Background: an optimization exercise with open tools, aiming at a short achievable clock period and few clock cycles. Do not read the settings as production practice.
In this exercise RTL edits were held to simulation tests only and were not proved equivalent to the original.
Power figures rest on the tool's default switching activity, not on a simulated workload.

==> flow/design.v <==
module pipeline_top(clk, rst, imem_addr, imem_rdata, dmem_addr, dmem_wdata, dmem_we, dmem_rdata);
    input clk, rst;
    output [31:0] imem_addr;
    input  [31:0] imem_rdata;
    output [31:0] dmem_addr, dmem_wdata;
    output dmem_we;
    input  [31:0] dmem_rdata;
    reg [11:1] pcF;           
    reg [11:1] pcI;           
    reg        vD, predD;
    reg        kill;          
    reg [31:0] irD;
    reg [11:1] pcD4, tgtD;
    reg [31:1] sel1D, sel2D;
    reg        bMA1, bML1, bW1, bMA2, bML2, bW2;
    reg        vX, wenX, ldX, stX, brX, predX, subX, fAX, fSX;
    reg        selSumX, selAndX, selOrX, selSltX;
    reg        fwdAX, fwdBX, fwdSX;
    reg [4:0]  rdX;
    reg [31:0] opAX, opBX, opSX;
    reg [11:1] altX;
    reg        wenM, ldM, weM;
    reg [4:0]  rdM;
    reg [31:0] resM, wdM, maM;
    reg        wenW;
    reg [4:0]  rdW;
    reg [31:0] wdW;
    reg [31:0] regs [1:31];
    wire [6:0] op  = irD[6:0];
    wire [2:0] f3  = irD[14:12];
    wire [4:0] rs1 = irD[19:15];
    wire [4:0] rs2 = irD[24:20];
    wire [4:0] rd  = irD[11:7];
    wire isR  = (op == 7'b0110011);
    wire isI  = (op == 7'b0010011);
    wire isLW = (op == 7'b0000011);
    wire isSW = (op == 7'b0100011);
    wire isBR = (op == 7'b1100011);
    wire useRs1 = isR | isI | isLW | isSW | isBR;
    wire useRs2 = isR | isSW | isBR;
    wire isImm = isI | isLW | isSW;
    wire wenD = (isR | isI | isLW) & (rd != 5'd0);
    wire subD = isR & (f3 == 3'b000) & irD[30];
    wire aluAddD = isLW | isSW | ((isR | isI) & (f3 == 3'b000));
    wire aluAndD = (isR | isI) & (f3 == 3'b111);
    wire aluOrD  = (isR | isI) & (f3 == 3'b110);
    wire aluSltD = (isR | isI) & (f3 == 3'b010);
    wire [31:0] immI = {{20{irD[31]}}, irD[31:20]};
    wire [31:0] immS = {{20{irD[31]}}, irD[31:25], irD[11:7]};
    wire [31:0] immB = {{19{irD[31]}}, irD[31], irD[7], irD[30:25], irD[11:8], 1'b0};
    wire [31:0] imm  = isSW ? immS : immI;
    reg [31:0] rf1, rf2;
    integer k;
    always @(*) begin
        rf1 = 32'd0; rf2 = 32'd0;
        for (k = 1; k < 32; k = k + 1) begin
            rf1 = rf1 | ({32{sel1D[k]}} & regs[k]);
            rf2 = rf2 | ({32{sel2D[k]}} & regs[k]);
        end
    end
    wire [31:0] pre1 = bMA1 ? resM : bW1 ? wdW : rf1;
    wire [31:0] pre2 = bMA2 ? resM : bW2 ? wdW : rf2;
    wire [31:0] rd1 = bML1 ? dmem_rdata : pre1;
    wire [31:0] rd2 = bML2 ? dmem_rdata : pre2;
    wire stall = vD & vX & ldX & ~kill & ((useRs1 & (rdX == rs1)) | (useRs2 & (rdX == rs2)));
    wire fwdX1 = vX & wenX & ~ldX & ~kill & (rdX == rs1);
    wire fwdX2 = vX & wenX & ~ldX & ~kill & (rdX == rs2);
    wire [31:0] A = fwdAX ? resM : opAX;
    wire [31:0] B = fwdBX ? resM : opBX;
    wire [31:0] S = fwdSX ? resM : opSX;
    wire [32:0] s00 = {opAX, 1'b1} + {opBX, subX};
    wire [32:0] s10 = {resM, 1'b1} + {opBX, subX};
    wire [31:0] s01a = opAX + resM;
    wire [31:0] s01s = opAX - resM;
    wire [31:0] s11 = subX ? 32'd0 : {resM[30:0], 1'b0};
    wire [31:0] sum = fwdAX ? (fwdBX ? s11 : s10[32:1]) :
                      (fwdBX ? (subX ? s01s : s01a) : s00[32:1]);
    wire [31:0] res = ({32{selSumX}} & sum) | ({32{selAndX}} & (A & B)) |
                      ({32{selOrX}} & (A | B)) | {31'd0, selSltX & sum[31]};
    wire eq = fAX ? (fSX ? 1'b1 : (resM == opSX)) : (fSX ? (opAX == resM) : (opAX == opSX));
    wire mispX = vX & brX & ~kill & (eq ^ predX);
    wire predF = imem_rdata[6] & (imem_rdata[31] | (imem_rdata[19:15] == imem_rdata[24:20]));
    wire [11:1] pcF4 = pcI + 11'd2;
    wire [11:1] tgtF = pcI + {imem_rdata[7], imem_rdata[30:25], imem_rdata[11:8]};
    wire [11:1] pcNext = mispX ? altX : stall ? pcI : predF ? tgtF : pcF4;
    wire [4:0] rs1F = imem_rdata[19:15];
    wire [4:0] rs2F = imem_rdata[24:20];
    wire [4:0] src1 = stall ? rs1 : rs1F;
    wire [4:0] src2 = stall ? rs2 : rs2F;
    wire xm1 = vX & wenX & ~kill & (rdX == rs1F), xmd1 = vX & wenX & ~kill & (rdX == rs1);
    wire xm2 = vX & wenX & ~kill & (rdX == rs2F), xmd2 = vX & wenX & ~kill & (rdX == rs2);
    wire mw1 = wenM & (rdM == rs1F), mwd1 = wenM & (rdM == rs1);
    wire mw2 = wenM & (rdM == rs2F), mwd2 = wenM & (rdM == rs2);
    always @(posedge clk) pcF <= rst ? pcNext : 11'd0;
    always @(posedge clk) pcI <= rst ? pcNext : 11'd0;
    always @(posedge clk or negedge rst) begin
        if (!rst) vD <= 1'b0;
        else if (!stall) vD <= 1'b1;
    end
    integer j;
    always @(posedge clk) begin
        if (!stall) begin
            irD <= imem_rdata; pcD4 <= pcF4; tgtD <= tgtF; predD <= predF;
            for (j = 1; j < 32; j = j + 1) begin
                sel1D[j] <= (rs1F == j);
                sel2D[j] <= (rs2F == j);
            end
        end
        bMA1 <= stall ? xmd1 & ~ldX : xm1 & ~ldX;
        bML1 <= stall ? xmd1 & ldX : xm1 & ldX;
        bW1  <= stall ? mwd1 : mw1;
        bMA2 <= stall ? xmd2 & ~ldX : xm2 & ~ldX;
        bML2 <= stall ? xmd2 & ldX : xm2 & ldX;
        bW2  <= stall ? mwd2 : mw2;
    end
    always @(posedge clk or negedge rst) begin
        if (!rst) begin
            vX <= 1'b0; wenX <= 1'b0; ldX <= 1'b0; stX <= 1'b0; brX <= 1'b0; kill <= 1'b0;
        end else begin
            kill <= mispX;
            vX   <= vD & ~kill & ~stall;
            wenX <= vD & ~kill & ~stall & wenD;
            ldX  <= vD & ~kill & ~stall & isLW;
            stX  <= vD & ~kill & ~stall & isSW;
            brX  <= vD & ~kill & ~stall & isBR;
        end
    end
    always @(posedge clk) begin
        predX <= predD;
        subX <= subD | aluSltD;
        selSumX <= aluAddD; selAndX <= aluAndD; selOrX <= aluOrD; selSltX <= aluSltD;
        fwdAX <= fwdX1;
        fwdBX <= fwdX2 & ~isImm;
        fwdSX <= fwdX2;
        fAX <= fwdX1;
        fSX <= fwdX2;
        rdX <= rd;
        opAX <= rd1;
        opBX <= (subD | aluSltD) ? ~(isImm ? imm : rd2) : (isImm ? imm : rd2);
        opSX <= rd2;
        altX <= predD ? pcD4 : tgtD;
    end
    always @(posedge clk or negedge rst) begin
        if (!rst) begin
            wenM <= 1'b0; ldM <= 1'b0; wenW <= 1'b0;
        end else begin
            wenM <= wenX & ~kill; ldM <= ldX & ~kill; wenW <= wenM;
        end
    end
    always @(posedge clk) weM <= rst & stX & ~kill;
    always @(posedge clk) begin
        rdM <= rdX; resM <= res; wdM <= S;
        maM <= sum;
        rdW <= rdM; wdW <= ldM ? dmem_rdata : resM;
    end
    integer i;
    always @(posedge clk or negedge rst) begin
        if (!rst) begin
            for (i = 1; i < 32; i = i + 1) regs[i] <= 32'd0;
        end else if (wenW) begin
            regs[rdW] <= wdW;
        end
    end
    assign imem_addr  = {20'd0, pcF, 1'b0};
    assign dmem_addr  = maM;
    assign dmem_wdata = wdM;
    assign dmem_we    = weM;
endmodule
export LEC_CHECK = 0
export CAP_MARGIN = 20
export CORE_MARGIN = 2
export CORE_UTILIZATION = 40
export PLACE_DENSITY = 0.6
export SLEW_MARGIN = 20
create_clock -name core_clock -period 9.0 [get_ports {clk}]
standard.sh (not shown) runs the stock make flow with config.mk's settings and CLKGATE_MAP_FILE= SYNTH_SCRIPT=/design/flow/synth_recipe.tcl, a recipe that flattens the netlist after the stock synthesis.
==> flow/flow/run.sh <==
#!/bin/bash
# The standard ORFS layout (standard.sh), with these changes to how it is made:
#  - port buffers are a plain buf_4 instead of the smallest buffer,
#  - synthesis and repair do not use the slowest complex gates (4-high
#    series stacks: or4, nor4, o41, o311, a2111, o2111) besides the
#    platform's own don't-use cells,
#  - clock-tree sink clusters of at most 16 sinks within 100 um (a
#    shallower tree than the automatic clustering gives here).
# Same SDC, same steps; each step's full log is under orfs/logs, and the
# make output of synthesis and layout in synth.log and layout.log.
set -euo pipefail
export SETUP_SLACK_MARGIN=6.5
export BUFFER_PORTS_ARGS="-buffer_cell sky130_fd_sc_hd__buf_4"
export CTS_CLUSTER_SIZE=16
export CTS_CLUSTER_DIAMETER=100
SLOW="sky130_fd_sc_hd__or4_1 sky130_fd_sc_hd__or4_2 sky130_fd_sc_hd__or4_4
  sky130_fd_sc_hd__or4b_1 sky130_fd_sc_hd__or4b_2 sky130_fd_sc_hd__or4b_4
  sky130_fd_sc_hd__or4bb_1 sky130_fd_sc_hd__or4bb_2 sky130_fd_sc_hd__or4bb_4
  sky130_fd_sc_hd__nor4_1 sky130_fd_sc_hd__nor4_2 sky130_fd_sc_hd__nor4_4
  sky130_fd_sc_hd__nor4b_1 sky130_fd_sc_hd__nor4b_2 sky130_fd_sc_hd__nor4b_4
  sky130_fd_sc_hd__nor4bb_1 sky130_fd_sc_hd__nor4bb_2 sky130_fd_sc_hd__nor4bb_4
  sky130_fd_sc_hd__o41a_1 sky130_fd_sc_hd__o41a_2 sky130_fd_sc_hd__o41a_4
  sky130_fd_sc_hd__o41ai_1 sky130_fd_sc_hd__o41ai_2 sky130_fd_sc_hd__o41ai_4
  sky130_fd_sc_hd__o2111a_1 sky130_fd_sc_hd__o2111a_2 sky130_fd_sc_hd__o2111a_4
  sky130_fd_sc_hd__o2111ai_1 sky130_fd_sc_hd__o2111ai_2 sky130_fd_sc_hd__o2111ai_4
  sky130_fd_sc_hd__o311a_1 sky130_fd_sc_hd__o311a_2 sky130_fd_sc_hd__o311a_4
  sky130_fd_sc_hd__o311ai_0 sky130_fd_sc_hd__o311ai_1 sky130_fd_sc_hd__o311ai_2
  sky130_fd_sc_hd__o311ai_4 sky130_fd_sc_hd__a2111o_1 sky130_fd_sc_hd__a2111o_2
  sky130_fd_sc_hd__a2111o_4 sky130_fd_sc_hd__a2111oi_0 sky130_fd_sc_hd__a2111oi_1
  sky130_fd_sc_hd__a2111oi_2 sky130_fd_sc_hd__a2111oi_4"
PLATFORM_DONT_USE="sky130_fd_sc_hd__probe_p_8 sky130_fd_sc_hd__probec_p_8
  sky130_fd_sc_hd__lpflow_bleeder_1 sky130_fd_sc_hd__lpflow_clkbufkapwr_1
  sky130_fd_sc_hd__lpflow_clkbufkapwr_16 sky130_fd_sc_hd__lpflow_clkbufkapwr_2
  sky130_fd_sc_hd__lpflow_clkbufkapwr_4 sky130_fd_sc_hd__lpflow_clkbufkapwr_8
  sky130_fd_sc_hd__lpflow_clkinvkapwr_1 sky130_fd_sc_hd__lpflow_clkinvkapwr_16
  sky130_fd_sc_hd__lpflow_clkinvkapwr_2 sky130_fd_sc_hd__lpflow_clkinvkapwr_4
  sky130_fd_sc_hd__lpflow_clkinvkapwr_8 sky130_fd_sc_hd__lpflow_decapkapwr_12
  sky130_fd_sc_hd__lpflow_decapkapwr_3 sky130_fd_sc_hd__lpflow_decapkapwr_4
  sky130_fd_sc_hd__lpflow_decapkapwr_6 sky130_fd_sc_hd__lpflow_decapkapwr_8
  sky130_fd_sc_hd__lpflow_inputiso0n_1 sky130_fd_sc_hd__lpflow_inputiso0p_1
  sky130_fd_sc_hd__lpflow_inputiso1n_1 sky130_fd_sc_hd__lpflow_inputiso1p_1
  sky130_fd_sc_hd__lpflow_inputisolatch_1 sky130_fd_sc_hd__lpflow_isobufsrc_1
  sky130_fd_sc_hd__lpflow_isobufsrc_16 sky130_fd_sc_hd__lpflow_isobufsrc_2
  sky130_fd_sc_hd__lpflow_isobufsrc_4 sky130_fd_sc_hd__lpflow_isobufsrc_8
  sky130_fd_sc_hd__lpflow_isobufsrckapwr_16
  sky130_fd_sc_hd__lpflow_lsbuf_lh_hl_isowell_tap_1
  sky130_fd_sc_hd__lpflow_lsbuf_lh_hl_isowell_tap_2
  sky130_fd_sc_hd__lpflow_lsbuf_lh_hl_isowell_tap_4
  sky130_fd_sc_hd__lpflow_lsbuf_lh_isowell_4
  sky130_fd_sc_hd__lpflow_lsbuf_lh_isowell_tap_1
  sky130_fd_sc_hd__lpflow_lsbuf_lh_isowell_tap_2
  sky130_fd_sc_hd__lpflow_lsbuf_lh_isowell_tap_4"
# DONT_USE_CELLS goes on make's command line: ORFS drops it from the environment.
DU="DONT_USE_CELLS=$(echo $SLOW $PLATFORM_DONT_USE)"
bash standard.sh "$DU" synth > synth.log 2>&1
bash standard.sh "$DU" finish > layout.log 2>&1
The starting point produced a clean layout.
Testbench counts at the start, summed over its fixed seeds: cycles 343,473.
Then changed:
--- a/flow/flow/run.sh
+++ b/flow/flow/run.sh
@@ -5,5 +5,3 @@
 #    series stacks: or4, nor4, o41, o311, a2111, o2111) besides the
-#    platform's own don't-use cells,
-#  - clock-tree sink clusters of at most 16 sinks within 100 um (a
-#    shallower tree than the automatic clustering gives here).
+#    platform's own don't-use cells.
 # Same SDC, same steps; each step's full log is under orfs/logs, and the
@@ -13,4 +11,2 @@
 export BUFFER_PORTS_ARGS="-buffer_cell sky130_fd_sc_hd__buf_4"
-export CTS_CLUSTER_SIZE=16
-export CTS_CLUSTER_DIAMETER=100
 SLOW="sky130_fd_sc_hd__or4_1 sky130_fd_sc_hd__or4_2 sky130_fd_sc_hd__or4_4
Result:
- design area goes up by 2.3%
- global-route usage goes up by 0.22 points
- area after synthesis is unchanged
- maximum frequency goes up by 0.81%
- clock power goes up by 48%

re-timing with driven ports:
In the flow no input, the clock included, has a driving cell. The finished layouts below were timed again as built, in two steps. Step 1 sets driving cells, clkbuf_16 on the clock port and buf_2 on the other inputs (assumed; they add their load-dependent delay and slew). Step 2 moves the port delays by t, midway between the first and last clock arrival at a register: inputs arrive t later, outputs are due t later. That takes back most of the time a late clock gives input paths. Three values: ideal, step 1, step 2; two values: the first two.
| run | shift t [ns] | slack for setup (ns) | hold slack, ns |
|---|---|---|---|
| the first run | 0.861 | 5.705 / 5.705 / 4.977 | 0.393 / 0.393 / 0.393 |
| the second run | 0.891 | 5.731 / 5.731 / 4.909 | 0.385 / 0.385 / 0.385 |
After both steps every run listed still meets setup and hold. For the second run, which loses most, drivers alone change the setup slack by 0.000 ns; drivers and shift together by -0.822 ns.
